Context: an optimization exercise on an open-source flow, tuned for a short achievable clock period. The choices shown serve that exercise and are no tape-out recipe.
The RTL was checked by simulation tests, not by an equivalence proof against the original design.
The clock port is modelled as an ideal driver; clocking choices that lean on that would not hold on a real chip.
Power and IR drop assume default switching activity.

File: design.v
module Basic_ALU (
    clock,
    reset,
    enable,
    aluin1,
    aluin2,
    aluoperation,
    aluopselect,
    aluout
);
    input               clock, reset, enable;
    input      [31:0]   aluin1, aluin2;
    input      [2:0]    aluoperation, aluopselect;
    output reg [32:0]   aluout;
    wire [31:0] a = aluin1;
    wire [31:0] b = aluin2;
    wire is_add = (aluoperation == 3'd1);
    wire is_sub = (aluoperation == 3'd2);
    wire is_not = (aluoperation == 3'd3);
    wire is_and = (aluoperation == 3'd4);
    wire is_or  = (aluoperation == 3'd5);
    wire is_xor = (aluoperation == 3'd6);
    wire is_op  = is_add | is_sub | is_not | is_and | is_or | is_xor;
    wire [31:0] a_g0 = a & b;
    wire [31:0] a_t0 = a | b;
    wire [31:0] s_graw = a & ~b;
    wire [31:0] s_t0 = a | ~b;
    wire [31:0] s_g0 = {s_graw[31:1], s_t0[0]};
    wire [31:0] a_g1, a_t1;
    assign a_g1[0] = a_g0[0];
    assign a_t1[0] = a_t0[0];
    assign a_g1[1] = a_g0[1] | (a_t0[1] & a_g0[0]);
    assign a_t1[1] = a_t0[1] & a_t0[0];
    assign a_g1[2] = a_g0[2] | (a_t0[2] & a_g0[1]);
    assign a_t1[2] = a_t0[2] & a_t0[1];
    assign a_g1[3] = a_g0[3] | (a_t0[3] & a_g0[2]);
    assign a_t1[3] = a_t0[3] & a_t0[2];
    assign a_g1[4] = a_g0[4] | (a_t0[4] & a_g0[3]);
    assign a_t1[4] = a_t0[4] & a_t0[3];
    assign a_g1[5] = a_g0[5] | (a_t0[5] & a_g0[4]);
    assign a_t1[5] = a_t0[5] & a_t0[4];
    assign a_g1[6] = a_g0[6] | (a_t0[6] & a_g0[5]);
    assign a_t1[6] = a_t0[6] & a_t0[5];
    assign a_g1[7] = a_g0[7] | (a_t0[7] & a_g0[6]);
    assign a_t1[7] = a_t0[7] & a_t0[6];
    assign a_g1[8] = a_g0[8] | (a_t0[8] & a_g0[7]);
    assign a_t1[8] = a_t0[8] & a_t0[7];
    assign a_g1[9] = a_g0[9] | (a_t0[9] & a_g0[8]);
    assign a_t1[9] = a_t0[9] & a_t0[8];
    assign a_g1[10] = a_g0[10] | (a_t0[10] & a_g0[9]);
    assign a_t1[10] = a_t0[10] & a_t0[9];
    assign a_g1[11] = a_g0[11] | (a_t0[11] & a_g0[10]);
    assign a_t1[11] = a_t0[11] & a_t0[10];
    assign a_g1[12] = a_g0[12] | (a_t0[12] & a_g0[11]);
    assign a_t1[12] = a_t0[12] & a_t0[11];
    assign a_g1[13] = a_g0[13] | (a_t0[13] & a_g0[12]);
    assign a_t1[13] = a_t0[13] & a_t0[12];
    assign a_g1[14] = a_g0[14] | (a_t0[14] & a_g0[13]);
    assign a_t1[14] = a_t0[14] & a_t0[13];
    assign a_g1[15] = a_g0[15] | (a_t0[15] & a_g0[14]);
    assign a_t1[15] = a_t0[15] & a_t0[14];
    assign a_g1[16] = a_g0[16] | (a_t0[16] & a_g0[15]);
    assign a_t1[16] = a_t0[16] & a_t0[15];
    assign a_g1[17] = a_g0[17] | (a_t0[17] & a_g0[16]);
    assign a_t1[17] = a_t0[17] & a_t0[16];
    assign a_g1[18] = a_g0[18] | (a_t0[18] & a_g0[17]);
    assign a_t1[18] = a_t0[18] & a_t0[17];
    assign a_g1[19] = a_g0[19] | (a_t0[19] & a_g0[18]);
    assign a_t1[19] = a_t0[19] & a_t0[18];
    assign a_g1[20] = a_g0[20] | (a_t0[20] & a_g0[19]);
    assign a_t1[20] = a_t0[20] & a_t0[19];
    assign a_g1[21] = a_g0[21] | (a_t0[21] & a_g0[20]);
    assign a_t1[21] = a_t0[21] & a_t0[20];
    assign a_g1[22] = a_g0[22] | (a_t0[22] & a_g0[21]);
    assign a_t1[22] = a_t0[22] & a_t0[21];
    assign a_g1[23] = a_g0[23] | (a_t0[23] & a_g0[22]);
    assign a_t1[23] = a_t0[23] & a_t0[22];
    assign a_g1[24] = a_g0[24] | (a_t0[24] & a_g0[23]);
    assign a_t1[24] = a_t0[24] & a_t0[23];
    assign a_g1[25] = a_g0[25] | (a_t0[25] & a_g0[24]);
    assign a_t1[25] = a_t0[25] & a_t0[24];
    assign a_g1[26] = a_g0[26] | (a_t0[26] & a_g0[25]);
    assign a_t1[26] = a_t0[26] & a_t0[25];
    assign a_g1[27] = a_g0[27] | (a_t0[27] & a_g0[26]);
    assign a_t1[27] = a_t0[27] & a_t0[26];
    assign a_g1[28] = a_g0[28] | (a_t0[28] & a_g0[27]);
    assign a_t1[28] = a_t0[28] & a_t0[27];
    assign a_g1[29] = a_g0[29] | (a_t0[29] & a_g0[28]);
    assign a_t1[29] = a_t0[29] & a_t0[28];
    assign a_g1[30] = a_g0[30] | (a_t0[30] & a_g0[29]);
    assign a_t1[30] = a_t0[30] & a_t0[29];
    assign a_g1[31] = a_g0[31] | (a_t0[31] & a_g0[30]);
    assign a_t1[31] = a_t0[31] & a_t0[30];
    wire [31:0] a_g2, a_t2;
    assign a_g2[0] = a_g1[0];
    assign a_t2[0] = a_t1[0];
    assign a_g2[1] = a_g1[1];
    assign a_t2[1] = a_t1[1];
    assign a_g2[2] = a_g1[2] | (a_t1[2] & a_g1[0]);
    assign a_t2[2] = a_t1[2] & a_t1[0];
    assign a_g2[3] = a_g1[3] | (a_t1[3] & a_g1[1]);
    assign a_t2[3] = a_t1[3] & a_t1[1];
    assign a_g2[4] = a_g1[4] | (a_t1[4] & a_g1[2]);
    assign a_t2[4] = a_t1[4] & a_t1[2];
    assign a_g2[5] = a_g1[5] | (a_t1[5] & a_g1[3]);
    assign a_t2[5] = a_t1[5] & a_t1[3];
    assign a_g2[6] = a_g1[6] | (a_t1[6] & a_g1[4]);
    assign a_t2[6] = a_t1[6] & a_t1[4];
    assign a_g2[7] = a_g1[7] | (a_t1[7] & a_g1[5]);
    assign a_t2[7] = a_t1[7] & a_t1[5];
    assign a_g2[8] = a_g1[8] | (a_t1[8] & a_g1[6]);
    assign a_t2[8] = a_t1[8] & a_t1[6];
    assign a_g2[9] = a_g1[9] | (a_t1[9] & a_g1[7]);
    assign a_t2[9] = a_t1[9] & a_t1[7];
    assign a_g2[10] = a_g1[10] | (a_t1[10] & a_g1[8]);
    assign a_t2[10] = a_t1[10] & a_t1[8];
    assign a_g2[11] = a_g1[11] | (a_t1[11] & a_g1[9]);
    assign a_t2[11] = a_t1[11] & a_t1[9];
    assign a_g2[12] = a_g1[12] | (a_t1[12] & a_g1[10]);
    assign a_t2[12] = a_t1[12] & a_t1[10];
    assign a_g2[13] = a_g1[13] | (a_t1[13] & a_g1[11]);
    assign a_t2[13] = a_t1[13] & a_t1[11];
    assign a_g2[14] = a_g1[14] | (a_t1[14] & a_g1[12]);
    assign a_t2[14] = a_t1[14] & a_t1[12];
    assign a_g2[15] = a_g1[15] | (a_t1[15] & a_g1[13]);
    assign a_t2[15] = a_t1[15] & a_t1[13];
    assign a_g2[16] = a_g1[16] | (a_t1[16] & a_g1[14]);
    assign a_t2[16] = a_t1[16] & a_t1[14];
    assign a_g2[17] = a_g1[17] | (a_t1[17] & a_g1[15]);
    assign a_t2[17] = a_t1[17] & a_t1[15];
    assign a_g2[18] = a_g1[18] | (a_t1[18] & a_g1[16]);
    assign a_t2[18] = a_t1[18] & a_t1[16];
    assign a_g2[19] = a_g1[19] | (a_t1[19] & a_g1[17]);
    assign a_t2[19] = a_t1[19] & a_t1[17];
    assign a_g2[20] = a_g1[20] | (a_t1[20] & a_g1[18]);
    assign a_t2[20] = a_t1[20] & a_t1[18];
    assign a_g2[21] = a_g1[21] | (a_t1[21] & a_g1[19]);
    assign a_t2[21] = a_t1[21] & a_t1[19];
    assign a_g2[22] = a_g1[22] | (a_t1[22] & a_g1[20]);
    assign a_t2[22] = a_t1[22] & a_t1[20];
    assign a_g2[23] = a_g1[23] | (a_t1[23] & a_g1[21]);
    assign a_t2[23] = a_t1[23] & a_t1[21];
    assign a_g2[24] = a_g1[24] | (a_t1[24] & a_g1[22]);
    assign a_t2[24] = a_t1[24] & a_t1[22];
    assign a_g2[25] = a_g1[25] | (a_t1[25] & a_g1[23]);
    assign a_t2[25] = a_t1[25] & a_t1[23];
    assign a_g2[26] = a_g1[26] | (a_t1[26] & a_g1[24]);
    assign a_t2[26] = a_t1[26] & a_t1[24];
    assign a_g2[27] = a_g1[27] | (a_t1[27] & a_g1[25]);
    assign a_t2[27] = a_t1[27] & a_t1[25];
    assign a_g2[28] = a_g1[28] | (a_t1[28] & a_g1[26]);
    assign a_t2[28] = a_t1[28] & a_t1[26];
    assign a_g2[29] = a_g1[29] | (a_t1[29] & a_g1[27]);
    assign a_t2[29] = a_t1[29] & a_t1[27];
    assign a_g2[30] = a_g1[30] | (a_t1[30] & a_g1[28]);
    assign a_t2[30] = a_t1[30] & a_t1[28];
    assign a_g2[31] = a_g1[31] | (a_t1[31] & a_g1[29]);
    assign a_t2[31] = a_t1[31] & a_t1[29];
    wire [31:0] a_g3, a_t3;
    assign a_g3[0] = a_g2[0];
    assign a_t3[0] = a_t2[0];
    assign a_g3[1] = a_g2[1];
    assign a_t3[1] = a_t2[1];
    assign a_g3[2] = a_g2[2];
    assign a_t3[2] = a_t2[2];
    assign a_g3[3] = a_g2[3];
    assign a_t3[3] = a_t2[3];
    assign a_g3[4] = a_g2[4] | (a_t2[4] & a_g2[0]);
    assign a_t3[4] = a_t2[4] & a_t2[0];
    assign a_g3[5] = a_g2[5] | (a_t2[5] & a_g2[1]);
    assign a_t3[5] = a_t2[5] & a_t2[1];
    assign a_g3[6] = a_g2[6] | (a_t2[6] & a_g2[2]);
    assign a_t3[6] = a_t2[6] & a_t2[2];
    assign a_g3[7] = a_g2[7] | (a_t2[7] & a_g2[3]);
    assign a_t3[7] = a_t2[7] & a_t2[3];
    assign a_g3[8] = a_g2[8] | (a_t2[8] & a_g2[4]);
    assign a_t3[8] = a_t2[8] & a_t2[4];
    assign a_g3[9] = a_g2[9] | (a_t2[9] & a_g2[5]);
    assign a_t3[9] = a_t2[9] & a_t2[5];
    assign a_g3[10] = a_g2[10] | (a_t2[10] & a_g2[6]);
    assign a_t3[10] = a_t2[10] & a_t2[6];
    assign a_g3[11] = a_g2[11] | (a_t2[11] & a_g2[7]);
    assign a_t3[11] = a_t2[11] & a_t2[7];
    assign a_g3[12] = a_g2[12] | (a_t2[12] & a_g2[8]);
    assign a_t3[12] = a_t2[12] & a_t2[8];
    assign a_g3[13] = a_g2[13] | (a_t2[13] & a_g2[9]);
    assign a_t3[13] = a_t2[13] & a_t2[9];
    assign a_g3[14] = a_g2[14] | (a_t2[14] & a_g2[10]);
    assign a_t3[14] = a_t2[14] & a_t2[10];
    assign a_g3[15] = a_g2[15] | (a_t2[15] & a_g2[11]);
    assign a_t3[15] = a_t2[15] & a_t2[11];
    assign a_g3[16] = a_g2[16] | (a_t2[16] & a_g2[12]);
    assign a_t3[16] = a_t2[16] & a_t2[12];
    assign a_g3[17] = a_g2[17] | (a_t2[17] & a_g2[13]);
    assign a_t3[17] = a_t2[17] & a_t2[13];
    assign a_g3[18] = a_g2[18] | (a_t2[18] & a_g2[14]);
    assign a_t3[18] = a_t2[18] & a_t2[14];
    assign a_g3[19] = a_g2[19] | (a_t2[19] & a_g2[15]);
    assign a_t3[19] = a_t2[19] & a_t2[15];
    assign a_g3[20] = a_g2[20] | (a_t2[20] & a_g2[16]);
    assign a_t3[20] = a_t2[20] & a_t2[16];
    assign a_g3[21] = a_g2[21] | (a_t2[21] & a_g2[17]);
    assign a_t3[21] = a_t2[21] & a_t2[17];
    assign a_g3[22] = a_g2[22] | (a_t2[22] & a_g2[18]);
    assign a_t3[22] = a_t2[22] & a_t2[18];
    assign a_g3[23] = a_g2[23] | (a_t2[23] & a_g2[19]);
    assign a_t3[23] = a_t2[23] & a_t2[19];
    assign a_g3[24] = a_g2[24] | (a_t2[24] & a_g2[20]);
    assign a_t3[24] = a_t2[24] & a_t2[20];
    assign a_g3[25] = a_g2[25] | (a_t2[25] & a_g2[21]);
    assign a_t3[25] = a_t2[25] & a_t2[21];
    assign a_g3[26] = a_g2[26] | (a_t2[26] & a_g2[22]);
    assign a_t3[26] = a_t2[26] & a_t2[22];
    assign a_g3[27] = a_g2[27] | (a_t2[27] & a_g2[23]);
    assign a_t3[27] = a_t2[27] & a_t2[23];
    assign a_g3[28] = a_g2[28] | (a_t2[28] & a_g2[24]);
    assign a_t3[28] = a_t2[28] & a_t2[24];
    assign a_g3[29] = a_g2[29] | (a_t2[29] & a_g2[25]);
    assign a_t3[29] = a_t2[29] & a_t2[25];
    assign a_g3[30] = a_g2[30] | (a_t2[30] & a_g2[26]);
    assign a_t3[30] = a_t2[30] & a_t2[26];
    assign a_g3[31] = a_g2[31] | (a_t2[31] & a_g2[27]);
    assign a_t3[31] = a_t2[31] & a_t2[27];
    wire [31:0] a_g4, a_t4;
    assign a_g4[0] = a_g3[0];
    assign a_t4[0] = a_t3[0];
    assign a_g4[1] = a_g3[1];
    assign a_t4[1] = a_t3[1];
    assign a_g4[2] = a_g3[2];
    assign a_t4[2] = a_t3[2];
    assign a_g4[3] = a_g3[3];
    assign a_t4[3] = a_t3[3];
    assign a_g4[4] = a_g3[4];
    assign a_t4[4] = a_t3[4];
    assign a_g4[5] = a_g3[5];
    assign a_t4[5] = a_t3[5];
    assign a_g4[6] = a_g3[6];
    assign a_t4[6] = a_t3[6];
    assign a_g4[7] = a_g3[7];
    assign a_t4[7] = a_t3[7];
    assign a_g4[8] = a_g3[8] | (a_t3[8] & a_g3[0]);
    assign a_t4[8] = a_t3[8] & a_t3[0];
    assign a_g4[9] = a_g3[9] | (a_t3[9] & a_g3[1]);
    assign a_t4[9] = a_t3[9] & a_t3[1];
    assign a_g4[10] = a_g3[10] | (a_t3[10] & a_g3[2]);
    assign a_t4[10] = a_t3[10] & a_t3[2];
    assign a_g4[11] = a_g3[11] | (a_t3[11] & a_g3[3]);
    assign a_t4[11] = a_t3[11] & a_t3[3];
    assign a_g4[12] = a_g3[12] | (a_t3[12] & a_g3[4]);
    assign a_t4[12] = a_t3[12] & a_t3[4];
    assign a_g4[13] = a_g3[13] | (a_t3[13] & a_g3[5]);
    assign a_t4[13] = a_t3[13] & a_t3[5];
    assign a_g4[14] = a_g3[14] | (a_t3[14] & a_g3[6]);
    assign a_t4[14] = a_t3[14] & a_t3[6];
    assign a_g4[15] = a_g3[15] | (a_t3[15] & a_g3[7]);
    assign a_t4[15] = a_t3[15] & a_t3[7];
    assign a_g4[16] = a_g3[16] | (a_t3[16] & a_g3[8]);
    assign a_t4[16] = a_t3[16] & a_t3[8];
    assign a_g4[17] = a_g3[17] | (a_t3[17] & a_g3[9]);
    assign a_t4[17] = a_t3[17] & a_t3[9];
    assign a_g4[18] = a_g3[18] | (a_t3[18] & a_g3[10]);
    assign a_t4[18] = a_t3[18] & a_t3[10];
    assign a_g4[19] = a_g3[19] | (a_t3[19] & a_g3[11]);
    assign a_t4[19] = a_t3[19] & a_t3[11];
    assign a_g4[20] = a_g3[20] | (a_t3[20] & a_g3[12]);
    assign a_t4[20] = a_t3[20] & a_t3[12];
    assign a_g4[21] = a_g3[21] | (a_t3[21] & a_g3[13]);
    assign a_t4[21] = a_t3[21] & a_t3[13];
    assign a_g4[22] = a_g3[22] | (a_t3[22] & a_g3[14]);
    assign a_t4[22] = a_t3[22] & a_t3[14];
    assign a_g4[23] = a_g3[23] | (a_t3[23] & a_g3[15]);
    assign a_t4[23] = a_t3[23] & a_t3[15];
    assign a_g4[24] = a_g3[24] | (a_t3[24] & a_g3[16]);
    assign a_t4[24] = a_t3[24] & a_t3[16];
    assign a_g4[25] = a_g3[25] | (a_t3[25] & a_g3[17]);
    assign a_t4[25] = a_t3[25] & a_t3[17];
    assign a_g4[26] = a_g3[26] | (a_t3[26] & a_g3[18]);
    assign a_t4[26] = a_t3[26] & a_t3[18];
    assign a_g4[27] = a_g3[27] | (a_t3[27] & a_g3[19]);
    assign a_t4[27] = a_t3[27] & a_t3[19];
    assign a_g4[28] = a_g3[28] | (a_t3[28] & a_g3[20]);
    assign a_t4[28] = a_t3[28] & a_t3[20];
    assign a_g4[29] = a_g3[29] | (a_t3[29] & a_g3[21]);
    assign a_t4[29] = a_t3[29] & a_t3[21];
    assign a_g4[30] = a_g3[30] | (a_t3[30] & a_g3[22]);
    assign a_t4[30] = a_t3[30] & a_t3[22];
    assign a_g4[31] = a_g3[31] | (a_t3[31] & a_g3[23]);
    assign a_t4[31] = a_t3[31] & a_t3[23];
    wire [31:0] a_g5, a_t5;
    assign a_g5[0] = a_g4[0];
    assign a_t5[0] = a_t4[0];
    assign a_g5[1] = a_g4[1];
    assign a_t5[1] = a_t4[1];
    assign a_g5[2] = a_g4[2];
    assign a_t5[2] = a_t4[2];
    assign a_g5[3] = a_g4[3];
    assign a_t5[3] = a_t4[3];
    assign a_g5[4] = a_g4[4];
    assign a_t5[4] = a_t4[4];
    assign a_g5[5] = a_g4[5];
    assign a_t5[5] = a_t4[5];
    assign a_g5[6] = a_g4[6];
    assign a_t5[6] = a_t4[6];
    assign a_g5[7] = a_g4[7];
    assign a_t5[7] = a_t4[7];
    assign a_g5[8] = a_g4[8];
    assign a_t5[8] = a_t4[8];
    assign a_g5[9] = a_g4[9];
    assign a_t5[9] = a_t4[9];
    assign a_g5[10] = a_g4[10];
    assign a_t5[10] = a_t4[10];
    assign a_g5[11] = a_g4[11];
    assign a_t5[11] = a_t4[11];
    assign a_g5[12] = a_g4[12];
    assign a_t5[12] = a_t4[12];
    assign a_g5[13] = a_g4[13];
    assign a_t5[13] = a_t4[13];
    assign a_g5[14] = a_g4[14];
    assign a_t5[14] = a_t4[14];
    assign a_g5[15] = a_g4[15];
    assign a_t5[15] = a_t4[15];
    assign a_g5[16] = a_g4[16] | (a_t4[16] & a_g4[0]);
    assign a_t5[16] = a_t4[16] & a_t4[0];
    assign a_g5[17] = a_g4[17] | (a_t4[17] & a_g4[1]);
    assign a_t5[17] = a_t4[17] & a_t4[1];
    assign a_g5[18] = a_g4[18] | (a_t4[18] & a_g4[2]);
    assign a_t5[18] = a_t4[18] & a_t4[2];
    assign a_g5[19] = a_g4[19] | (a_t4[19] & a_g4[3]);
    assign a_t5[19] = a_t4[19] & a_t4[3];
    assign a_g5[20] = a_g4[20] | (a_t4[20] & a_g4[4]);
    assign a_t5[20] = a_t4[20] & a_t4[4];
    assign a_g5[21] = a_g4[21] | (a_t4[21] & a_g4[5]);
    assign a_t5[21] = a_t4[21] & a_t4[5];
    assign a_g5[22] = a_g4[22] | (a_t4[22] & a_g4[6]);
    assign a_t5[22] = a_t4[22] & a_t4[6];
    assign a_g5[23] = a_g4[23] | (a_t4[23] & a_g4[7]);
    assign a_t5[23] = a_t4[23] & a_t4[7];
    assign a_g5[24] = a_g4[24] | (a_t4[24] & a_g4[8]);
    assign a_t5[24] = a_t4[24] & a_t4[8];
    assign a_g5[25] = a_g4[25] | (a_t4[25] & a_g4[9]);
    assign a_t5[25] = a_t4[25] & a_t4[9];
    assign a_g5[26] = a_g4[26] | (a_t4[26] & a_g4[10]);
    assign a_t5[26] = a_t4[26] & a_t4[10];
    assign a_g5[27] = a_g4[27] | (a_t4[27] & a_g4[11]);
    assign a_t5[27] = a_t4[27] & a_t4[11];
    assign a_g5[28] = a_g4[28] | (a_t4[28] & a_g4[12]);
    assign a_t5[28] = a_t4[28] & a_t4[12];
    assign a_g5[29] = a_g4[29] | (a_t4[29] & a_g4[13]);
    assign a_t5[29] = a_t4[29] & a_t4[13];
    assign a_g5[30] = a_g4[30] | (a_t4[30] & a_g4[14]);
    assign a_t5[30] = a_t4[30] & a_t4[14];
    assign a_g5[31] = a_g4[31] | (a_t4[31] & a_g4[15]);
    assign a_t5[31] = a_t4[31] & a_t4[15];
    wire [31:0] s_g1, s_t1;
    assign s_g1[0] = s_g0[0];
    assign s_t1[0] = s_t0[0];
    assign s_g1[1] = s_g0[1] | (s_t0[1] & s_g0[0]);
    assign s_t1[1] = s_t0[1] & s_t0[0];
    assign s_g1[2] = s_g0[2] | (s_t0[2] & s_g0[1]);
    assign s_t1[2] = s_t0[2] & s_t0[1];
    assign s_g1[3] = s_g0[3] | (s_t0[3] & s_g0[2]);
    assign s_t1[3] = s_t0[3] & s_t0[2];
    assign s_g1[4] = s_g0[4] | (s_t0[4] & s_g0[3]);
    assign s_t1[4] = s_t0[4] & s_t0[3];
    assign s_g1[5] = s_g0[5] | (s_t0[5] & s_g0[4]);
    assign s_t1[5] = s_t0[5] & s_t0[4];
    assign s_g1[6] = s_g0[6] | (s_t0[6] & s_g0[5]);
    assign s_t1[6] = s_t0[6] & s_t0[5];
    assign s_g1[7] = s_g0[7] | (s_t0[7] & s_g0[6]);
    assign s_t1[7] = s_t0[7] & s_t0[6];
    assign s_g1[8] = s_g0[8] | (s_t0[8] & s_g0[7]);
    assign s_t1[8] = s_t0[8] & s_t0[7];
    assign s_g1[9] = s_g0[9] | (s_t0[9] & s_g0[8]);
    assign s_t1[9] = s_t0[9] & s_t0[8];
    assign s_g1[10] = s_g0[10] | (s_t0[10] & s_g0[9]);
    assign s_t1[10] = s_t0[10] & s_t0[9];
    assign s_g1[11] = s_g0[11] | (s_t0[11] & s_g0[10]);
    assign s_t1[11] = s_t0[11] & s_t0[10];
    assign s_g1[12] = s_g0[12] | (s_t0[12] & s_g0[11]);
    assign s_t1[12] = s_t0[12] & s_t0[11];
    assign s_g1[13] = s_g0[13] | (s_t0[13] & s_g0[12]);
    assign s_t1[13] = s_t0[13] & s_t0[12];
    assign s_g1[14] = s_g0[14] | (s_t0[14] & s_g0[13]);
    assign s_t1[14] = s_t0[14] & s_t0[13];
    assign s_g1[15] = s_g0[15] | (s_t0[15] & s_g0[14]);
    assign s_t1[15] = s_t0[15] & s_t0[14];
    assign s_g1[16] = s_g0[16] | (s_t0[16] & s_g0[15]);
    assign s_t1[16] = s_t0[16] & s_t0[15];
    assign s_g1[17] = s_g0[17] | (s_t0[17] & s_g0[16]);
    assign s_t1[17] = s_t0[17] & s_t0[16];
    assign s_g1[18] = s_g0[18] | (s_t0[18] & s_g0[17]);
    assign s_t1[18] = s_t0[18] & s_t0[17];
    assign s_g1[19] = s_g0[19] | (s_t0[19] & s_g0[18]);
    assign s_t1[19] = s_t0[19] & s_t0[18];
    assign s_g1[20] = s_g0[20] | (s_t0[20] & s_g0[19]);
    assign s_t1[20] = s_t0[20] & s_t0[19];
    assign s_g1[21] = s_g0[21] | (s_t0[21] & s_g0[20]);
    assign s_t1[21] = s_t0[21] & s_t0[20];
    assign s_g1[22] = s_g0[22] | (s_t0[22] & s_g0[21]);
    assign s_t1[22] = s_t0[22] & s_t0[21];
    assign s_g1[23] = s_g0[23] | (s_t0[23] & s_g0[22]);
    assign s_t1[23] = s_t0[23] & s_t0[22];
    assign s_g1[24] = s_g0[24] | (s_t0[24] & s_g0[23]);
    assign s_t1[24] = s_t0[24] & s_t0[23];
    assign s_g1[25] = s_g0[25] | (s_t0[25] & s_g0[24]);
    assign s_t1[25] = s_t0[25] & s_t0[24];
    assign s_g1[26] = s_g0[26] | (s_t0[26] & s_g0[25]);
    assign s_t1[26] = s_t0[26] & s_t0[25];
    assign s_g1[27] = s_g0[27] | (s_t0[27] & s_g0[26]);
    assign s_t1[27] = s_t0[27] & s_t0[26];
    assign s_g1[28] = s_g0[28] | (s_t0[28] & s_g0[27]);
    assign s_t1[28] = s_t0[28] & s_t0[27];
    assign s_g1[29] = s_g0[29] | (s_t0[29] & s_g0[28]);
    assign s_t1[29] = s_t0[29] & s_t0[28];
    assign s_g1[30] = s_g0[30] | (s_t0[30] & s_g0[29]);
    assign s_t1[30] = s_t0[30] & s_t0[29];
    assign s_g1[31] = s_g0[31] | (s_t0[31] & s_g0[30]);
    assign s_t1[31] = s_t0[31] & s_t0[30];
    wire [31:0] s_g2, s_t2;
    assign s_g2[0] = s_g1[0];
    assign s_t2[0] = s_t1[0];
    assign s_g2[1] = s_g1[1];
    assign s_t2[1] = s_t1[1];
    assign s_g2[2] = s_g1[2] | (s_t1[2] & s_g1[0]);
    assign s_t2[2] = s_t1[2] & s_t1[0];
    assign s_g2[3] = s_g1[3] | (s_t1[3] & s_g1[1]);
    assign s_t2[3] = s_t1[3] & s_t1[1];
    assign s_g2[4] = s_g1[4] | (s_t1[4] & s_g1[2]);
    assign s_t2[4] = s_t1[4] & s_t1[2];
    assign s_g2[5] = s_g1[5] | (s_t1[5] & s_g1[3]);
    assign s_t2[5] = s_t1[5] & s_t1[3];
    assign s_g2[6] = s_g1[6] | (s_t1[6] & s_g1[4]);
    assign s_t2[6] = s_t1[6] & s_t1[4];
    assign s_g2[7] = s_g1[7] | (s_t1[7] & s_g1[5]);
    assign s_t2[7] = s_t1[7] & s_t1[5];
    assign s_g2[8] = s_g1[8] | (s_t1[8] & s_g1[6]);
    assign s_t2[8] = s_t1[8] & s_t1[6];
    assign s_g2[9] = s_g1[9] | (s_t1[9] & s_g1[7]);
    assign s_t2[9] = s_t1[9] & s_t1[7];
    assign s_g2[10] = s_g1[10] | (s_t1[10] & s_g1[8]);
    assign s_t2[10] = s_t1[10] & s_t1[8];
    assign s_g2[11] = s_g1[11] | (s_t1[11] & s_g1[9]);
    assign s_t2[11] = s_t1[11] & s_t1[9];
    assign s_g2[12] = s_g1[12] | (s_t1[12] & s_g1[10]);
    assign s_t2[12] = s_t1[12] & s_t1[10];
    assign s_g2[13] = s_g1[13] | (s_t1[13] & s_g1[11]);
    assign s_t2[13] = s_t1[13] & s_t1[11];
    assign s_g2[14] = s_g1[14] | (s_t1[14] & s_g1[12]);
    assign s_t2[14] = s_t1[14] & s_t1[12];
    assign s_g2[15] = s_g1[15] | (s_t1[15] & s_g1[13]);
    assign s_t2[15] = s_t1[15] & s_t1[13];
    assign s_g2[16] = s_g1[16] | (s_t1[16] & s_g1[14]);
    assign s_t2[16] = s_t1[16] & s_t1[14];
    assign s_g2[17] = s_g1[17] | (s_t1[17] & s_g1[15]);
    assign s_t2[17] = s_t1[17] & s_t1[15];
    assign s_g2[18] = s_g1[18] | (s_t1[18] & s_g1[16]);
    assign s_t2[18] = s_t1[18] & s_t1[16];
    assign s_g2[19] = s_g1[19] | (s_t1[19] & s_g1[17]);
    assign s_t2[19] = s_t1[19] & s_t1[17];
    assign s_g2[20] = s_g1[20] | (s_t1[20] & s_g1[18]);
    assign s_t2[20] = s_t1[20] & s_t1[18];
    assign s_g2[21] = s_g1[21] | (s_t1[21] & s_g1[19]);
    assign s_t2[21] = s_t1[21] & s_t1[19];
    assign s_g2[22] = s_g1[22] | (s_t1[22] & s_g1[20]);
    assign s_t2[22] = s_t1[22] & s_t1[20];
    assign s_g2[23] = s_g1[23] | (s_t1[23] & s_g1[21]);
    assign s_t2[23] = s_t1[23] & s_t1[21];
    assign s_g2[24] = s_g1[24] | (s_t1[24] & s_g1[22]);
    assign s_t2[24] = s_t1[24] & s_t1[22];
    assign s_g2[25] = s_g1[25] | (s_t1[25] & s_g1[23]);
    assign s_t2[25] = s_t1[25] & s_t1[23];
    assign s_g2[26] = s_g1[26] | (s_t1[26] & s_g1[24]);
    assign s_t2[26] = s_t1[26] & s_t1[24];
    assign s_g2[27] = s_g1[27] | (s_t1[27] & s_g1[25]);
    assign s_t2[27] = s_t1[27] & s_t1[25];
    assign s_g2[28] = s_g1[28] | (s_t1[28] & s_g1[26]);
    assign s_t2[28] = s_t1[28] & s_t1[26];
    assign s_g2[29] = s_g1[29] | (s_t1[29] & s_g1[27]);
    assign s_t2[29] = s_t1[29] & s_t1[27];
    assign s_g2[30] = s_g1[30] | (s_t1[30] & s_g1[28]);
    assign s_t2[30] = s_t1[30] & s_t1[28];
    assign s_g2[31] = s_g1[31] | (s_t1[31] & s_g1[29]);
    assign s_t2[31] = s_t1[31] & s_t1[29];
    wire [31:0] s_g3, s_t3;
    assign s_g3[0] = s_g2[0];
    assign s_t3[0] = s_t2[0];
    assign s_g3[1] = s_g2[1];
    assign s_t3[1] = s_t2[1];
    assign s_g3[2] = s_g2[2];
    assign s_t3[2] = s_t2[2];
    assign s_g3[3] = s_g2[3];
    assign s_t3[3] = s_t2[3];
    assign s_g3[4] = s_g2[4] | (s_t2[4] & s_g2[0]);
    assign s_t3[4] = s_t2[4] & s_t2[0];
    assign s_g3[5] = s_g2[5] | (s_t2[5] & s_g2[1]);
    assign s_t3[5] = s_t2[5] & s_t2[1];
    assign s_g3[6] = s_g2[6] | (s_t2[6] & s_g2[2]);
    assign s_t3[6] = s_t2[6] & s_t2[2];
    assign s_g3[7] = s_g2[7] | (s_t2[7] & s_g2[3]);
    assign s_t3[7] = s_t2[7] & s_t2[3];
    assign s_g3[8] = s_g2[8] | (s_t2[8] & s_g2[4]);
    assign s_t3[8] = s_t2[8] & s_t2[4];
    assign s_g3[9] = s_g2[9] | (s_t2[9] & s_g2[5]);
    assign s_t3[9] = s_t2[9] & s_t2[5];
    assign s_g3[10] = s_g2[10] | (s_t2[10] & s_g2[6]);
    assign s_t3[10] = s_t2[10] & s_t2[6];
    assign s_g3[11] = s_g2[11] | (s_t2[11] & s_g2[7]);
    assign s_t3[11] = s_t2[11] & s_t2[7];
    assign s_g3[12] = s_g2[12] | (s_t2[12] & s_g2[8]);
    assign s_t3[12] = s_t2[12] & s_t2[8];
    assign s_g3[13] = s_g2[13] | (s_t2[13] & s_g2[9]);
    assign s_t3[13] = s_t2[13] & s_t2[9];
    assign s_g3[14] = s_g2[14] | (s_t2[14] & s_g2[10]);
    assign s_t3[14] = s_t2[14] & s_t2[10];
    assign s_g3[15] = s_g2[15] | (s_t2[15] & s_g2[11]);
    assign s_t3[15] = s_t2[15] & s_t2[11];
    assign s_g3[16] = s_g2[16] | (s_t2[16] & s_g2[12]);
    assign s_t3[16] = s_t2[16] & s_t2[12];
    assign s_g3[17] = s_g2[17] | (s_t2[17] & s_g2[13]);
    assign s_t3[17] = s_t2[17] & s_t2[13];
    assign s_g3[18] = s_g2[18] | (s_t2[18] & s_g2[14]);
    assign s_t3[18] = s_t2[18] & s_t2[14];
    assign s_g3[19] = s_g2[19] | (s_t2[19] & s_g2[15]);
    assign s_t3[19] = s_t2[19] & s_t2[15];
    assign s_g3[20] = s_g2[20] | (s_t2[20] & s_g2[16]);
    assign s_t3[20] = s_t2[20] & s_t2[16];
    assign s_g3[21] = s_g2[21] | (s_t2[21] & s_g2[17]);
    assign s_t3[21] = s_t2[21] & s_t2[17];
    assign s_g3[22] = s_g2[22] | (s_t2[22] & s_g2[18]);
    assign s_t3[22] = s_t2[22] & s_t2[18];
    assign s_g3[23] = s_g2[23] | (s_t2[23] & s_g2[19]);
    assign s_t3[23] = s_t2[23] & s_t2[19];
    assign s_g3[24] = s_g2[24] | (s_t2[24] & s_g2[20]);
    assign s_t3[24] = s_t2[24] & s_t2[20];
    assign s_g3[25] = s_g2[25] | (s_t2[25] & s_g2[21]);
    assign s_t3[25] = s_t2[25] & s_t2[21];
    assign s_g3[26] = s_g2[26] | (s_t2[26] & s_g2[22]);
    assign s_t3[26] = s_t2[26] & s_t2[22];
    assign s_g3[27] = s_g2[27] | (s_t2[27] & s_g2[23]);
    assign s_t3[27] = s_t2[27] & s_t2[23];
    assign s_g3[28] = s_g2[28] | (s_t2[28] & s_g2[24]);
    assign s_t3[28] = s_t2[28] & s_t2[24];
    assign s_g3[29] = s_g2[29] | (s_t2[29] & s_g2[25]);
    assign s_t3[29] = s_t2[29] & s_t2[25];
    assign s_g3[30] = s_g2[30] | (s_t2[30] & s_g2[26]);
    assign s_t3[30] = s_t2[30] & s_t2[26];
    assign s_g3[31] = s_g2[31] | (s_t2[31] & s_g2[27]);
    assign s_t3[31] = s_t2[31] & s_t2[27];
    wire [31:0] s_g4, s_t4;
    assign s_g4[0] = s_g3[0];
    assign s_t4[0] = s_t3[0];
    assign s_g4[1] = s_g3[1];
    assign s_t4[1] = s_t3[1];
    assign s_g4[2] = s_g3[2];
    assign s_t4[2] = s_t3[2];
    assign s_g4[3] = s_g3[3];
    assign s_t4[3] = s_t3[3];
    assign s_g4[4] = s_g3[4];
    assign s_t4[4] = s_t3[4];
    assign s_g4[5] = s_g3[5];
    assign s_t4[5] = s_t3[5];
    assign s_g4[6] = s_g3[6];
    assign s_t4[6] = s_t3[6];
    assign s_g4[7] = s_g3[7];
    assign s_t4[7] = s_t3[7];
    assign s_g4[8] = s_g3[8] | (s_t3[8] & s_g3[0]);
    assign s_t4[8] = s_t3[8] & s_t3[0];
    assign s_g4[9] = s_g3[9] | (s_t3[9] & s_g3[1]);
    assign s_t4[9] = s_t3[9] & s_t3[1];
    assign s_g4[10] = s_g3[10] | (s_t3[10] & s_g3[2]);
    assign s_t4[10] = s_t3[10] & s_t3[2];
    assign s_g4[11] = s_g3[11] | (s_t3[11] & s_g3[3]);
    assign s_t4[11] = s_t3[11] & s_t3[3];
    assign s_g4[12] = s_g3[12] | (s_t3[12] & s_g3[4]);
    assign s_t4[12] = s_t3[12] & s_t3[4];
    assign s_g4[13] = s_g3[13] | (s_t3[13] & s_g3[5]);
    assign s_t4[13] = s_t3[13] & s_t3[5];
    assign s_g4[14] = s_g3[14] | (s_t3[14] & s_g3[6]);
    assign s_t4[14] = s_t3[14] & s_t3[6];
    assign s_g4[15] = s_g3[15] | (s_t3[15] & s_g3[7]);
    assign s_t4[15] = s_t3[15] & s_t3[7];
    assign s_g4[16] = s_g3[16] | (s_t3[16] & s_g3[8]);
    assign s_t4[16] = s_t3[16] & s_t3[8];
    assign s_g4[17] = s_g3[17] | (s_t3[17] & s_g3[9]);
    assign s_t4[17] = s_t3[17] & s_t3[9];
    assign s_g4[18] = s_g3[18] | (s_t3[18] & s_g3[10]);
    assign s_t4[18] = s_t3[18] & s_t3[10];
    assign s_g4[19] = s_g3[19] | (s_t3[19] & s_g3[11]);
    assign s_t4[19] = s_t3[19] & s_t3[11];
    assign s_g4[20] = s_g3[20] | (s_t3[20] & s_g3[12]);
    assign s_t4[20] = s_t3[20] & s_t3[12];
    assign s_g4[21] = s_g3[21] | (s_t3[21] & s_g3[13]);
    assign s_t4[21] = s_t3[21] & s_t3[13];
    assign s_g4[22] = s_g3[22] | (s_t3[22] & s_g3[14]);
    assign s_t4[22] = s_t3[22] & s_t3[14];
    assign s_g4[23] = s_g3[23] | (s_t3[23] & s_g3[15]);
    assign s_t4[23] = s_t3[23] & s_t3[15];
    assign s_g4[24] = s_g3[24] | (s_t3[24] & s_g3[16]);
    assign s_t4[24] = s_t3[24] & s_t3[16];
    assign s_g4[25] = s_g3[25] | (s_t3[25] & s_g3[17]);
    assign s_t4[25] = s_t3[25] & s_t3[17];
    assign s_g4[26] = s_g3[26] | (s_t3[26] & s_g3[18]);
    assign s_t4[26] = s_t3[26] & s_t3[18];
    assign s_g4[27] = s_g3[27] | (s_t3[27] & s_g3[19]);
    assign s_t4[27] = s_t3[27] & s_t3[19];
    assign s_g4[28] = s_g3[28] | (s_t3[28] & s_g3[20]);
    assign s_t4[28] = s_t3[28] & s_t3[20];
    assign s_g4[29] = s_g3[29] | (s_t3[29] & s_g3[21]);
    assign s_t4[29] = s_t3[29] & s_t3[21];
    assign s_g4[30] = s_g3[30] | (s_t3[30] & s_g3[22]);
    assign s_t4[30] = s_t3[30] & s_t3[22];
    assign s_g4[31] = s_g3[31] | (s_t3[31] & s_g3[23]);
    assign s_t4[31] = s_t3[31] & s_t3[23];
    wire [31:0] s_g5, s_t5;
    assign s_g5[0] = s_g4[0];
    assign s_t5[0] = s_t4[0];
    assign s_g5[1] = s_g4[1];
    assign s_t5[1] = s_t4[1];
    assign s_g5[2] = s_g4[2];
    assign s_t5[2] = s_t4[2];
    assign s_g5[3] = s_g4[3];
    assign s_t5[3] = s_t4[3];
    assign s_g5[4] = s_g4[4];
    assign s_t5[4] = s_t4[4];
    assign s_g5[5] = s_g4[5];
    assign s_t5[5] = s_t4[5];
    assign s_g5[6] = s_g4[6];
    assign s_t5[6] = s_t4[6];
    assign s_g5[7] = s_g4[7];
    assign s_t5[7] = s_t4[7];
    assign s_g5[8] = s_g4[8];
    assign s_t5[8] = s_t4[8];
    assign s_g5[9] = s_g4[9];
    assign s_t5[9] = s_t4[9];
    assign s_g5[10] = s_g4[10];
    assign s_t5[10] = s_t4[10];
    assign s_g5[11] = s_g4[11];
    assign s_t5[11] = s_t4[11];
    assign s_g5[12] = s_g4[12];
    assign s_t5[12] = s_t4[12];
    assign s_g5[13] = s_g4[13];
    assign s_t5[13] = s_t4[13];
    assign s_g5[14] = s_g4[14];
    assign s_t5[14] = s_t4[14];
    assign s_g5[15] = s_g4[15];
    assign s_t5[15] = s_t4[15];
    assign s_g5[16] = s_g4[16] | (s_t4[16] & s_g4[0]);
    assign s_t5[16] = s_t4[16] & s_t4[0];
    assign s_g5[17] = s_g4[17] | (s_t4[17] & s_g4[1]);
    assign s_t5[17] = s_t4[17] & s_t4[1];
    assign s_g5[18] = s_g4[18] | (s_t4[18] & s_g4[2]);
    assign s_t5[18] = s_t4[18] & s_t4[2];
    assign s_g5[19] = s_g4[19] | (s_t4[19] & s_g4[3]);
    assign s_t5[19] = s_t4[19] & s_t4[3];
    assign s_g5[20] = s_g4[20] | (s_t4[20] & s_g4[4]);
    assign s_t5[20] = s_t4[20] & s_t4[4];
    assign s_g5[21] = s_g4[21] | (s_t4[21] & s_g4[5]);
    assign s_t5[21] = s_t4[21] & s_t4[5];
    assign s_g5[22] = s_g4[22] | (s_t4[22] & s_g4[6]);
    assign s_t5[22] = s_t4[22] & s_t4[6];
    assign s_g5[23] = s_g4[23] | (s_t4[23] & s_g4[7]);
    assign s_t5[23] = s_t4[23] & s_t4[7];
    assign s_g5[24] = s_g4[24] | (s_t4[24] & s_g4[8]);
    assign s_t5[24] = s_t4[24] & s_t4[8];
    assign s_g5[25] = s_g4[25] | (s_t4[25] & s_g4[9]);
    assign s_t5[25] = s_t4[25] & s_t4[9];
    assign s_g5[26] = s_g4[26] | (s_t4[26] & s_g4[10]);
    assign s_t5[26] = s_t4[26] & s_t4[10];
    assign s_g5[27] = s_g4[27] | (s_t4[27] & s_g4[11]);
    assign s_t5[27] = s_t4[27] & s_t4[11];
    assign s_g5[28] = s_g4[28] | (s_t4[28] & s_g4[12]);
    assign s_t5[28] = s_t4[28] & s_t4[12];
    assign s_g5[29] = s_g4[29] | (s_t4[29] & s_g4[13]);
    assign s_t5[29] = s_t4[29] & s_t4[13];
    assign s_g5[30] = s_g4[30] | (s_t4[30] & s_g4[14]);
    assign s_t5[30] = s_t4[30] & s_t4[14];
    assign s_g5[31] = s_g4[31] | (s_t4[31] & s_g4[15]);
    assign s_t5[31] = s_t4[31] & s_t4[15];
    wire [32:0] ca = {a_g5, 1'b0};
    wire [32:0] cs = {s_g5, 1'b1};
    wire [31:0] px = a ^ b;
    wire load  = ~reset & enable & is_op;
    wire sel_a = ~reset & enable & is_add;
    wire sel_s = ~reset & enable & is_sub;
    wire sel_l = ~reset & enable & (is_not | is_and | is_or | is_xor);
    wire hold  = ~reset & ~load;
    wire [31:0] logic_res = ({32{is_not}} & ~b)
                          | ({32{is_and}} & (a & b))
                          | ({32{is_or}}  & (a | b))
                          | ({32{is_xor}} & px);
    wire [31:0] other = ({32{sel_l}} & logic_res) | ({32{hold}} & aluout[31:0]);
    wire [31:0] nxt_lo = ({32{sel_a}} & (px ^ ca[31:0])) | ({32{sel_s}} & (~px ^ cs[31:0])) | other;
    wire        nxt_hi = (sel_a & ca[32]) | (sel_s & ~cs[32]) | (hold & aluout[32]);
    always @(posedge clock) begin
        aluout <= {nxt_hi, nxt_lo};
    end
endmodule
File: flow/run.sh
#!/bin/bash
# Own layout flow: the standard ORFS flow (standard.sh) with a different synthesis step.
#  - flow/gate_synth.tcl present: the design is a hand-mapped gate netlist that
#    flow/gen_gates.py writes to alu_gates.v (same function and register names as rtl/Basic_ALU.v).
set -euo pipefail
here=$(pwd)
args=()
if [ -f flow/gate_synth.tcl ]; then
  python3 flow/gen_gates.py > $here/alu_gates.v
  export MY_GATES=$here/alu_gates.v
  args+=(SYNTH_SCRIPT=$here/flow/gate_synth.tcl)
elif [ -f flow/my_synth.tcl ]; then
  export MY_ABC_SCRIPT=$here/flow/abc.script
  if [ -f flow/keep.txt ]; then export MY_ABC_KEEP="$(cat flow/keep.txt)"; fi
  args+=(SYNTH_SCRIPT=$here/flow/my_synth.tcl ADDER_MAP_FILE=)
fi
if [ -f flow/post_cts.tcl ]; then args+=(POST_CTS_TCL=$here/flow/post_cts.tcl); fi
bash standard.sh "${args[@]}" finish > $here/flow_make.log 2>&1 || { tail -50 $here/flow_make.log; exit 1; }
tail -5 $here/flow_make.log
test -f out/final.def
File: flow/abc.script
strash
dch -f
map -p
topo
buffer -p -c
upsize -c
dnsize -c
stime -c
File: flow/keep.txt
inv buf nand2 nand3 nor2 nor3 a21oi o21ai a22oi o22ai xor2 xnor2 mux2i
File: flow/my_synth.tcl
# The standard flow's synthesis script (synth_recipe.tcl) with one change: Yosys's abc call uses
# the ABC script named by MY_ABC_SCRIPT, and, when MY_ABC_KEEP lists cell families,
# ABC maps only onto those families (the other combinational cells are dont_use for
# ABC only; the rest of the flow may still use them).
proc synth {args} { yosys synth -nofsm -noshare {*}$args }
proc abc {args} {
  if {[info exists ::env(MY_ABC_SCRIPT)] && $::env(MY_ABC_SCRIPT) ne ""} {
    set i [lsearch -exact $args -script]
    if {$i >= 0} { set args [lreplace $args $i [expr {$i+1}] -script $::env(MY_ABC_SCRIPT)] }
  }
  if {[info exists ::env(MY_ABC_KEEP)] && $::env(MY_ABC_KEEP) ne ""} {
    set keep $::env(MY_ABC_KEEP)
    set f [open [lindex $::env(LIB_FILES) 0] r]
    set text [read $f]
    close $f
    foreach {m name base} [regexp -all -inline {cell\s*\(\s*"?(sky130_fd_sc_hd__([a-z0-9_]+?)_[0-9]+)"?\s*\)} $text] {
      if {[lsearch -exact $keep $base] < 0} { lappend args -dont_use $name }
    }
  }
  puts "MY_ABC: $args"
  yosys abc {*}$args
}
source $::env(SCRIPTS_DIR)/synth.tcl
# left out here: clear keep_hierarchy, flatten, clean up, hide names made inside functions, write 1_2_yosys.v
File: flow/post_cts.tcl
# Extra setup repair after CTS (sourced by ORFS's cts.tcl as POST_CTS_TCL):
# a longer repair_timing run, then a greedy sizer that tries every drive strength
# of each cell on the worst path and keeps the one that gives the best worst slack.
log_cmd estimate_parasitics -placement
puts "post_cts: WS before [worst_slack -max]"
set margin [expr {[info exists ::env(SETUP_SLACK_MARGIN)] ? $::env(SETUP_SLACK_MARGIN) : 0}]
log_cmd repair_timing -setup -setup_margin $margin -repair_tns 100 -max_passes 1000 -sequence "sizeup,swap"
puts "post_cts: WS after repair_timing [worst_slack -max]"
estimate_parasitics -placement
puts "post_cts: WS after repair re-estimated [worst_slack -max]"

proc size_family {cell} {
  set name [get_name $cell]
  if {![regexp {^(sky130_fd_sc_hd__[a-z0-9_]+?)_([0-9]+)$} $name -> base sz]} { return {} }
  set res {}
  foreach c [get_lib_cells ${base}_*] {
    set n [get_name $c]
    if {![regexp "^${base}_\[0-9\]+\$" $n]} continue
    set bad 0
    foreach pat $::env(DONT_USE_CELLS) { if {[string match $pat $n]} { set bad 1 } }
    if {!$bad} { lappend res $n }
  }
  return $res
}
proc path_insts {} {
  set pe [lindex [find_timing_paths -path_delay max -group_path_count 1] 0]
  set insts {}
  foreach pin [[$pe path] pins] {
    set pn [get_full_name $pin]
    set k [string last "/" $pn]
    if {$k < 0} continue
    set iname [string range $pn 0 [expr {$k-1}]]
    if {[lsearch -exact $insts $iname] < 0} { lappend insts $iname }
  }
  return $insts
}
set stall 0
for {set it 0} {$it < 80 && $stall < 3} {incr it} {
  set ws_start [worst_slack -max]
  foreach iname [path_insts] {
    set inst [get_cells $iname]
    set cur [get_name [get_lib_cells -of_objects $inst]]
    if {[string match "*__df*" $cur] || [string match "*clkbuf*" $cur]} continue
    set best $cur; set bestws [worst_slack -max]
    foreach c [size_family [get_lib_cells -of_objects $inst]] {
      if {$c eq $cur} continue
      replace_cell $inst $c
      estimate_parasitics -placement
      set ws [worst_slack -max]
      if {$ws > $bestws + 1e-5} { set best $c; set bestws $ws }
    }
    replace_cell $inst $best
    estimate_parasitics -placement
  }
  set ws_end [worst_slack -max]
  if {$ws_end > $ws_start + 1e-4} { set stall 0 } else { incr stall }
}
puts "post_cts: WS after sizer [worst_slack -max]"
estimate_parasitics -placement
puts "post_cts: WS after sizer re-estimated [worst_slack -max]"
set result [catch { detailed_placement } msg]
if { $result != 0 } { error "post_cts: detailed placement failed: $msg" }
check_placement -verbose
log_cmd estimate_parasitics -placement
puts "post_cts: WS after legalization [worst_slack -max]"
File: standard.sh
#!/bin/bash
# synth_recipe.tcl (not shown) runs the flow's synth.tcl, then flattens the netlist and writes it again
# the make line also repeats each setting of config.mk as NAME=value (left out here)
make -C /OpenROAD-flow-scripts/flow DESIGN_CONFIG=/design/flow/config.mk WORK_HOME=/design/flow/orfs CLKGATE_MAP_FILE= SYNTH_SCRIPT=/design/flow/synth_recipe.tcl "${@:-finish}"
File: config.mk
export PLATFORM = sky130hd
export DESIGN_NAME = Basic_ALU
export DESIGN_NICKNAME = Basic_ALU
export VERILOG_FILES = /design/flow/design.v
export SDC_FILE = /design/flow/constraint.sdc
export NUM_CORES = 4
export LEC_CHECK = 0
export CAP_MARGIN = 20
export CORE_MARGIN = 2
export CORE_UTILIZATION = 20
export SETUP_SLACK_MARGIN = 5
export SLEW_MARGIN = 20
File: constraint.sdc
create_clock -name core_clock -period 6.0 [get_ports {clock}]
set_input_delay 1.2000 -clock core_clock [delete_from_list [all_inputs] [get_ports {clock}]]
set_output_delay 1.2000 -clock core_clock [all_outputs]
set_load 0.01 [all_outputs]
==> results.ini, run 1 <==
[status]
outcome=timing/DRC/antenna clean

[placement]
portBuffers=102
gp_congestion=0.995
preCtsSetupSlack_ns=2.03
dp.cells=2112
hpwl_mm=36.3

[timing]
max_freq_ghz=0.406
relSlewSlack=0.584
fin_hold_ws_ns=0.487
fin_crit_sh=0.410
setup_viol=0
skew_ns=0
min_period_ns=2.46
hold_viol=0
fin_ws_ns=3.54
finalSetupTns_ns=0
grt_setup_unrepaired=yes
slew_viol_final=0
tightest_slew_ns=0.619

[global_routing]
grt_pass1_wl_mm=77.9
first_global_vias=12600
antenna_found_initial=1
use_met1=0.304
grt_max_degree=30
grtUsageMet2=0.370
busiest_layer=met2
grt.total_usage=0.234
met3_usage=0.0424
overflow=0

[critical_path]
critPathMaxFanout=4
arrival_ns=2.65
path_class=input port to flip-flop
crit_path_max_incr_delay_ns=0.28
cp_slowest_cell=a22oi_4
cp.required_ns=6.19
crit_chain=buf_12 -> clkinvlp_4 -> a22oi_4 -> buf_4 -> nand3_2 -> nand3_4 -> a21oi_4 -> nand2_2 -> nor2_2 -> o21ai_2 -> nand3_1
worst_setup_path_start_kind=input port
critPathCaptureType=flip-flop

[cts]
clock_sinks=33
clk_latency_ns=0.32
path_clk_slew_ns=0.07
cts_tree=yes

[synthesis]
syn_area_sq_um=8310
ys_ff_latch=33
synth-edff-count=0
seq_area_frac_synth=0.0795
synthArstFlopShare=0
ys_warn_count=1
synth-main-ff-cell=dfxtp_1
yosys.cell_types.count=28
syn-num-nets=1629
syn_area_per_cell_sq_um=5.34
syn-instance-count=1556

[routing]
vias=13000
viasPerCell=5.58
detail_route.first_pass.iterations=5
ant_nets=0
drc=0
routed_wl_mm=52.8
first_iter_violations=1560
wire_per_inst_um=22.8

[finish]
top_regs=aluout (33)
largest_reg_flops=33
regMostFlops=aluout
fin_nets=1861
final_common_cell=a21oi_1
area_growth_pct=89.5
finalNonFillerCells=2321
layout_common_cells=a21oi_1, buf_4, nand2_1
drive_gt1_frac=0.553

[power_and_ir_drop]
p_int_mw=0.999
p_leak_nw=6.29
switching_share=0.522
powerDensity_nw_per_um2=132
seqPwrFrac=0.125
p_clk_frac=0.149
irDropWorstVdd_mv=0.107
share_comb_of_total_power=0.726
p_switching_mw=1.09
p_total_mw=2.09

[die]
initial_core_util=0.203
ios=106
rows=74
die_area_sq_um=43200
die_w_um=208
core_region_area_sq_um=40900
die_h_um=208

[flow_run]
drv_cap=0

[hold_path]
min_path_type=flip-flop to flip-flop

==> kinds of logic after synthesis <==
group | share of synthesized area
flops | 0.0795
simple gates | 0.325
buf+inv | 0.167
compound gates | 0.385
xor+xnor | 0.0432
==> per-stage QoR <==
| step | util | instance area (sq um) |
|---|---|---|
| 6_report | 0.385 | 15800 |
| 3_5_place_dp | 0.254 | 10400 |
| 5_1_grt | 0.385 | 15700 |
| 3_3_place_gp | 0.254 | 10400 |
| 2_1_floorplan | - | 9520 |
==> routing by layer <==
layer / up-vias / wire (um)
li1: 5836 / -
met1: 6198 / 21600
met2: 734 / 23600
met3: 192 / 4570
met4: 0 / 3000
met5: - / 0
==> final cells by class <==
class | instances | area [sq um]
antenna | 1 | 2.50
clock buffer | 7 | 143
fill | 4170 | 25200
inverter | 224 | 1050
multi-input combinational | 1215 | 9710
sequential | 33 | 717
tap | 532 | 666
timing repair buffer | 308 | 3450
timing repair inverter | 1 | 11.3
==> path summary, 6_finish.rpt <==
check | from | endpoint | slack, ns | cells after the start
min | aluout[1]$_DFF_P_ | aluout[1]$_DFF_P_ | 0.49 | 2
max reg2reg | aluout[2]$_DFF_P_ | aluout[2]$_DFF_P_ | 5.18 | 3
max | aluin1[11] | aluout[16]$_DFF_P_ | 3.54 | 11
min reg2reg | aluout[1]$_DFF_P_ | aluout[1]$_DFF_P_ | 0.49 | 2
==> cells in the mapped netlist, types with 22 or more instances <==
cell type	number	area share
a21oi_1	271	0.16
buf_2	22	0.013
buf_4	38	0.034
dfxtp_1	33	0.079
inv_1	196	0.089
inv_2	28	0.013
nand2_1	250	0.11
nand3_1	217	0.13
nor2_1	134	0.061
o21ai_0	94	0.057
o21ai_1	45	0.027
o22ai_1	71	0.053
xnor2_1	33	0.035
==> worst max-delay path, delay by kind of cell <==
kind                   cells  cell delay [ns]
AOI/OAI and AO/OA          3             0.61
and+or+nand+nor            5             0.46
buffers and inverters      3             0.37
==> power by group through the flow <==
stage | Sequential [mW] | Combinational (mW) | Clock [mW]
2_1_floorplan | 0.266 | 0.646 | 0
3_3_place_gp | 0.262 | 0.930 | 0
3_5_place_dp | 0.262 | 0.934 | 0
5_1_grt | 0.262 | 1.59 | 0.321
6_report | 0.260 | 1.52 | 0.311
==> run 2, diff against run 1 <==
--- a/flow/run.sh
+++ b/flow/run.sh
@@ -16,4 +16,5 @@
 fi
 if [ -f flow/post_cts.tcl ]; then args+=(POST_CTS_TCL=$here/flow/post_cts.tcl); fi
+if [ -f flow/post_grt.tcl ]; then args+=(POST_GLOBAL_ROUTE_TCL=$here/flow/post_grt.tcl); fi
 bash standard.sh "${args[@]}" finish > $here/flow_make.log 2>&1 || { tail -50 $here/flow_make.log; exit 1; }
 tail -5 $here/flow_make.log
==> flow/post_grt.tcl (new file) <==
# Extra setup repair after global routing (sourced by ORFS's global_route.tcl as
# POST_GLOBAL_ROUTE_TCL): a longer repair_timing run on global-route parasitics,
# then legalization, incremental re-route of the changed nets and new route guides.
log_cmd estimate_parasitics -global_routing
puts "post_grt: WS before [worst_slack -max]"
set margin [expr {[info exists ::env(SETUP_SLACK_MARGIN)] ? $::env(SETUP_SLACK_MARGIN) : 0}]
log_cmd global_route -start_incremental
log_cmd repair_timing -setup -setup_margin $margin -repair_tns 100 -max_passes 1000 -sequence "sizeup,swap"
log_cmd detailed_placement
log_cmd global_route -end_incremental
log_cmd estimate_parasitics -global_routing
puts "post_grt: WS after [worst_slack -max]"
check_placement -verbose
write_guides $::env(RESULTS_DIR)/route.guide
==> results.ini, run 2 <==
[status]
outcome=timing/DRC/antenna clean  ; unchanged

[global_routing]
met3_usage=0.0424  ; unchanged
grtUsageMet2=0.370  ; unchanged
use_met1=0.304  ; unchanged
overflow=0  ; unchanged
grt_pass1_wl_mm=77.9  ; unchanged
busiest_layer=met2  ; unchanged
grt.total_usage=0.234  ; unchanged
grt_max_degree=30  ; unchanged
first_global_vias=12600  ; unchanged
antenna_found_initial=1  ; unchanged

[timing]
fin_hold_ws_ns=0.490  ; was 0.487 ns
hold_viol=0  ; unchanged
fin_crit_sh=0.410  ; about the same
max_freq_ghz=0.406  ; about the same
finalSetupTns_ns=0  ; unchanged
fin_ws_ns=3.54  ; about the same
tightest_slew_ns=0.642  ; was 0.619 ns
skew_ns=0  ; unchanged
relSlewSlack=0.569  ; was 0.584
slew_viol_final=0  ; unchanged
min_period_ns=2.46  ; about the same
setup_viol=0  ; unchanged

[critical_path]
critPathCaptureType=flip-flop  ; unchanged
worst_setup_path_start_kind=input port  ; unchanged
cp.required_ns=6.19  ; about the same
arrival_ns=2.66  ; was 2.65 ns
path_class=input port to flip-flop  ; unchanged
critPathMaxFanout=4  ; unchanged

[hold_path]
min_path_type=flip-flop to flip-flop  ; unchanged

[cts]
clk_latency_ns=0.32  ; about the same
clock_sinks=33  ; unchanged
cts_tree=yes  ; unchanged
path_clk_slew_ns=0.07  ; about the same

[synthesis]
yosysTopAreaCell=a21oi_1  ; unchanged
synthMostInstantiatedCell=a21oi_1  ; unchanged
synthArstFlopShare=0  ; unchanged
syn-num-nets=1629  ; unchanged
yosys.cell_types.count=28  ; unchanged
syn-instance-count=1556  ; unchanged
syn_area_sq_um=8310  ; unchanged
ys_warn_count=1  ; unchanged
synth-edff-count=0  ; unchanged
synth-main-ff-cell=dfxtp_1  ; unchanged
seq_area_frac_synth=0.0795  ; unchanged
syn_area_per_cell_sq_um=5.34  ; unchanged
synth_common_cells=a21oi_1, nand2_1, nand3_1  ; unchanged
synthDominantCellAreaShare=0.163  ; unchanged
ys_ff_latch=33  ; unchanged
synthTopCellsByArea=a21oi_1, nand3_1, nand2_1, inv_1, dfxtp_1  ; unchanged

[finish]
final_common_cell=a21oi_1  ; unchanged
area_growth_pct=93.0  ; was 89.5%
drive_gt1_frac=0.574  ; was 0.553
fill_cells=4119  ; was 4170
largest_reg_flops=33  ; unchanged
fin_nets=1861  ; unchanged
design_area_sq_um=16000  ; was 15800 sq um
layout_common_cells=a21oi_1, buf_4, nand2_1  ; unchanged
top_regs=aluout (33)  ; unchanged
regMostFlops=aluout  ; unchanged
finalNonFillerCells=2321  ; unchanged

[power_and_ir_drop]
p_leak_nw=6.36  ; was 6.29 nW
powerDensity_nw_per_um2=132  ; about the same
irDropWorstVdd_mv=0.107  ; about the same

[die]
die_h_um=208  ; unchanged
die_w_um=208  ; unchanged
ios=106  ; unchanged
core_region_area_sq_um=40900  ; unchanged
die_area_sq_um=43200  ; unchanged
rows=74  ; unchanged
initial_core_util=0.203  ; unchanged

[placement]
hpwl_mm=36.3  ; unchanged
gp_congestion=0.995  ; unchanged
dp.cells=2112  ; unchanged
placed_area_sq_um=10400  ; unchanged
preCtsSetupSlack_ns=2.03  ; unchanged
portBuffers=102  ; unchanged

[routing]
detail_route.first_pass.iterations=6  ; was 5
routed_wl_mm=53.4  ; was 52.8 mm
ant_nets=0  ; unchanged
vias=12900  ; was 13000
wire_per_inst_um=23.0  ; was 22.8 um
drc=0  ; unchanged
viasPerCell=5.54  ; was 5.58
first_iter_violations=1598  ; was 1560

[flow_run]
drv_cap=0  ; unchanged

[run 2: cell counts after synthesis]
Identical to the previous run, type by type.
[run 2: final cells by class]
cell class	instances	area [sq um]	share of cell area
multi-input combinational	1215	9950	0.620
timing repair buffer	308	3500	0.218
inverter	224	1060	0.0660
sequential	33	717	0.0447
tap	532	666	0.0415
clock buffer	7	143	0.00889
timing repair inverter	1	11.3	0.000702
antenna	1	2.50	0.000156
[run 2: worst max-delay path, cell delays in order]
cell        delay [ns]
buf_12            0.09
clkinvlp_4        0.13
a22oi_4           0.27
buf_4             0.16
nand3_2           0.08
nand3_4           0.14
a21oi_4           0.09
nand2_2           0.10
nor2_2            0.04
o21ai_2           0.24
nand3_1           0.12
[run 2: path summary, 6_finish.rpt]
check,startpoint,end,slack [ns],cells after the start
worst min register to register,aluout[1]$_DFF_P_,aluout[1]$_DFF_P_,0.49,2
worst max register to register,aluout[2]$_DFF_P_,aluout[2]$_DFF_P_,5.18,3
worst max-delay path,aluin1[11],aluout[16]$_DFF_P_,3.54,11
worst min-delay path,aluout[1]$_DFF_P_,aluout[1]$_DFF_P_,0.49,2
[run 2: stage by stage]
stage                util  total power, mW
detailed placement  0.254             1.20
floorplan               -            0.912
finish              0.392             2.12
global placement    0.254             1.19
[run 2: where the power goes]
| group | total (mW) | leakage [nW] | internal (mW) | switching [mW] |
|---|---|---|---|---|
| clock | 0.313 | 0.0700 | 0.165 | 0.148 |
| sequential | 0.261 | 0.286 | 0.242 | 0.0189 |
| combinational | 1.55 | 6.01 | 0.605 | 0.943 |
[run 2: logic make-up after synthesis]
group                     after synthesis  synth area share
xor gates and xnor gates               41            0.0432
AOI/OAI and AO/OA                     549             0.385
and+or+nand+nor                       625             0.325
buffers and inverters                 308             0.167
DFF                                    33            0.0795
[run 2: layer usage]
metal / routed length, um / vias to the layer above
li1: - / 5836
met1: 21600 / 6107
met2: 23800 / 707
met3: 4660 / 202
met4: 3280 / 0
met5: 0 / -
==> run 3, diff against run 2 <==
==> flow/abc.script (replaced) <==
strash
dch -f
map -p
mfs2
strash
dch -f
map -p
topo
buffer -p -c
upsize -c
dnsize -c
stime -c
==> results.ini, run 3 <==
[status]
outcome=timing/DRC/antenna clean  ; unchanged

[timing]
tightest_slew_ns=0.588  ; was 0.642 ns
hold_viol=0  ; unchanged
fin_crit_sh=0.400  ; was 0.410
setup_viol=0  ; unchanged
max_freq_ghz=0.416  ; was 0.406 GHz
relSlewSlack=0.607  ; was 0.569
finalSetupTns_ns=0  ; unchanged
slew_viol_final=0  ; unchanged

[cts]
clk_latency_ns=0.32  ; about the same
cts_tree=yes  ; unchanged
clock_sinks=33  ; unchanged
path_clk_slew_ns=0.09  ; was 0.07 ns

[global_routing]
overflow=0  ; unchanged
antenna_found_initial=1  ; unchanged
grt_pass1_wl_mm=68.7  ; was 77.9 mm
use_met1=0.302  ; was 0.304
busiest_layer=met2  ; unchanged
grt.total_usage=0.235  ; was 0.234
met3_usage=0.0468  ; was 0.0424
grtUsageMet2=0.381  ; was 0.370

[finish]
regMostFlops=aluout  ; unchanged
antenna_cells=0  ; was 1
design_area_sq_um=14700  ; was 16000 sq um
largest_reg_flops=33  ; unchanged
layout_common_cells=inv_1, nand2_1, a21oi_1  ; was a21oi_1, buf_4, nand2_1
final_common_cell=inv_1  ; was a21oi_1
fin_util=0.402  ; was 0.392
area_growth_pct=98.9  ; was 93.0%
drive_gt1_frac=0.561  ; was 0.574
top_regs=aluout (33)  ; unchanged
fin_nets=1733  ; was 1861

[routing]
first_iter_violations=1306  ; was 1598
vias=11900  ; was 12900
viasPerCell=5.58  ; was 5.54
routed_wl_mm=47.4  ; was 53.4 mm
wire_per_inst_um=22.2  ; was 23.0 um
detail_route.first_pass.iterations=7  ; was 6
ant_nets=0  ; unchanged

[die]
core_region_area_sq_um=36500  ; was 40900 sq um
rows=70  ; was 74
die_area_sq_um=38500  ; was 43200 sq um
initial_core_util=0.202  ; was 0.203
die_w_um=196  ; was 208 um
die_h_um=196  ; was 208 um

[synthesis]
synth-edff-count=0  ; unchanged
syn_area_per_cell_sq_um=5.17  ; was 5.34 sq um
syn_area_sq_um=7380  ; was 8310 sq um
syn-instance-count=1427  ; was 1556
ys_warn_count=1  ; unchanged
syn-num-nets=1500  ; was 1629
synthTopCellsByArea=a21oi_1, inv_1, nand2_1, nand3_1, dfxtp_1  ; was a21oi_1, nand3_1, nand2_1, inv_1, dfxtp_1
synthDominantCellAreaShare=0.163  ; about the same
yosys.cell_types.count=29  ; was 28
seq_area_frac_synth=0.0895  ; was 0.0795
synthArstFlopShare=0  ; unchanged
yosysTopAreaCell=a21oi_1  ; unchanged
ys_ff_latch=33  ; unchanged
synth_common_cells=a21oi_1, inv_1, nand2_1  ; was a21oi_1, nand2_1, nand3_1

[placement]
portBuffers=102  ; unchanged

[hold_path]
min_path_type=flip-flop to flip-flop  ; unchanged
holdPathStages=2  ; unchanged

[critical_path]
reg2regPathDepth=3  ; unchanged
critPathMaxFanout=10  ; was 4
worst_setup_path_start_kind=input port  ; unchanged
path_class=input port to flip-flop  ; unchanged
arrival_ns=2.59  ; was 2.66 ns
critPathCaptureType=flip-flop  ; unchanged

[flow_run]
drv_cap=0  ; unchanged

[power_and_ir_drop]
p_leak_nw=6.04  ; was 6.36 nW
powerDensity_nw_per_um2=129  ; was 132 nW/um^2

==> run 3: cell types whose count changed in the layout (fill, tap and decap cells not counted), moves of 11 or more <==
| cell | change |
|---|---|
| o21ai_2 | -20 |
| inv_1 | +32 |
| nand3_2 | -33 |
| nand3_4 | -15 |
| a21oi_1 | -33 |
| nor2_4 | +19 |
| a21oi_4 | -14 |
| o22ai_1 | -13 |
| xnor2_1 | -27 |
| nand2_1 | -11 |
| buf_4 | -33 |
| a22oi_1 | +30 |
==> run 3: routing by layer <==
layer	share of wire	wire length, um	vias up
li1	-	-	5373
met1	0.39	18600	5586
met2	0.45	21300	745
met3	0.10	4770	177
met4	0.055	2630	2
met5	0.00038	18	-
==> run 3: per-stage QoR <==
step                power (mW)  setup WS, ns  cells
floorplan                0.800          3.61   1427
detailed placement        1.07          1.99   1958
global placement          1.07          1.99   1958
finish                    1.90          3.60   2129
==> run 3: path summary, 6_finish.rpt <==
kind                          start                 end  slack, ns
setup / recovery         aluin2[11]  aluout[28]$_DFF_P_       3.60
hold / removal    aluout[2]$_DFF_P_   aluout[2]$_DFF_P_       0.48
setup reg to reg  aluout[4]$_DFF_P_   aluout[4]$_DFF_P_       5.19
hold reg to reg   aluout[2]$_DFF_P_   aluout[2]$_DFF_P_       0.48
==> run 3: cells by family after synthesis <==
logic type / count (synthesis) / share of synthesized area
buffers and inverters: 309 / 0.166
flip-flops: 33 / 0.0895
AO/OA/AOI/OAI: 513 / 0.404
XOR/XNOR: 9 / 0.0107
AND/OR/NAND/NOR: 562 / 0.329
multiplexers: 1 / 0.00136
==> run 3: report_power, final <==
group / internal [mW] / switching [mW] / leakage (nW)
Sequential: 0.237 / 0.0165 / 0.286
Clock: 0.155 / 0.154 / 0.0621
Combinational: 0.519 / 0.816 / 5.69
==> run 3: cell type report <==
| cell class | count | area, sq um |
|---|---|---|
| Timing Repair Buffer | 272 | 3240 |
| Fill cell | 3636 | 21800 |
| Sequential cell | 33 | 724 |
| Clock buffer | 5 | 125 |
| Tap cell | 468 | 586 |
| Inverter | 262 | 1210 |
| Clock inverter | 3 | 22.5 |
| Timing Repair inverter | 1 | 8.76 |
| Multi-Input combinational cell | 1085 | 8770 |
==> run 3: worst max-delay path: stages <==
cell,delay (ns)
buf_8,0.13
nor2_4,0.07
buf_4,0.15
nor3_4,0.30
nand3_2,0.19
a21oi_2,0.23
o22ai_1,0.09
nand3_1,0.12
nand3_1,0.08

Check on run 3: ideal ports give 3.597 ns setup slack; a clkbuf_16 on the clock port and buf_2 on the inputs give 3.568 ns; moving port delays by the midpoint clock arrival (0.352 ns) as well gives 3.217 ns.
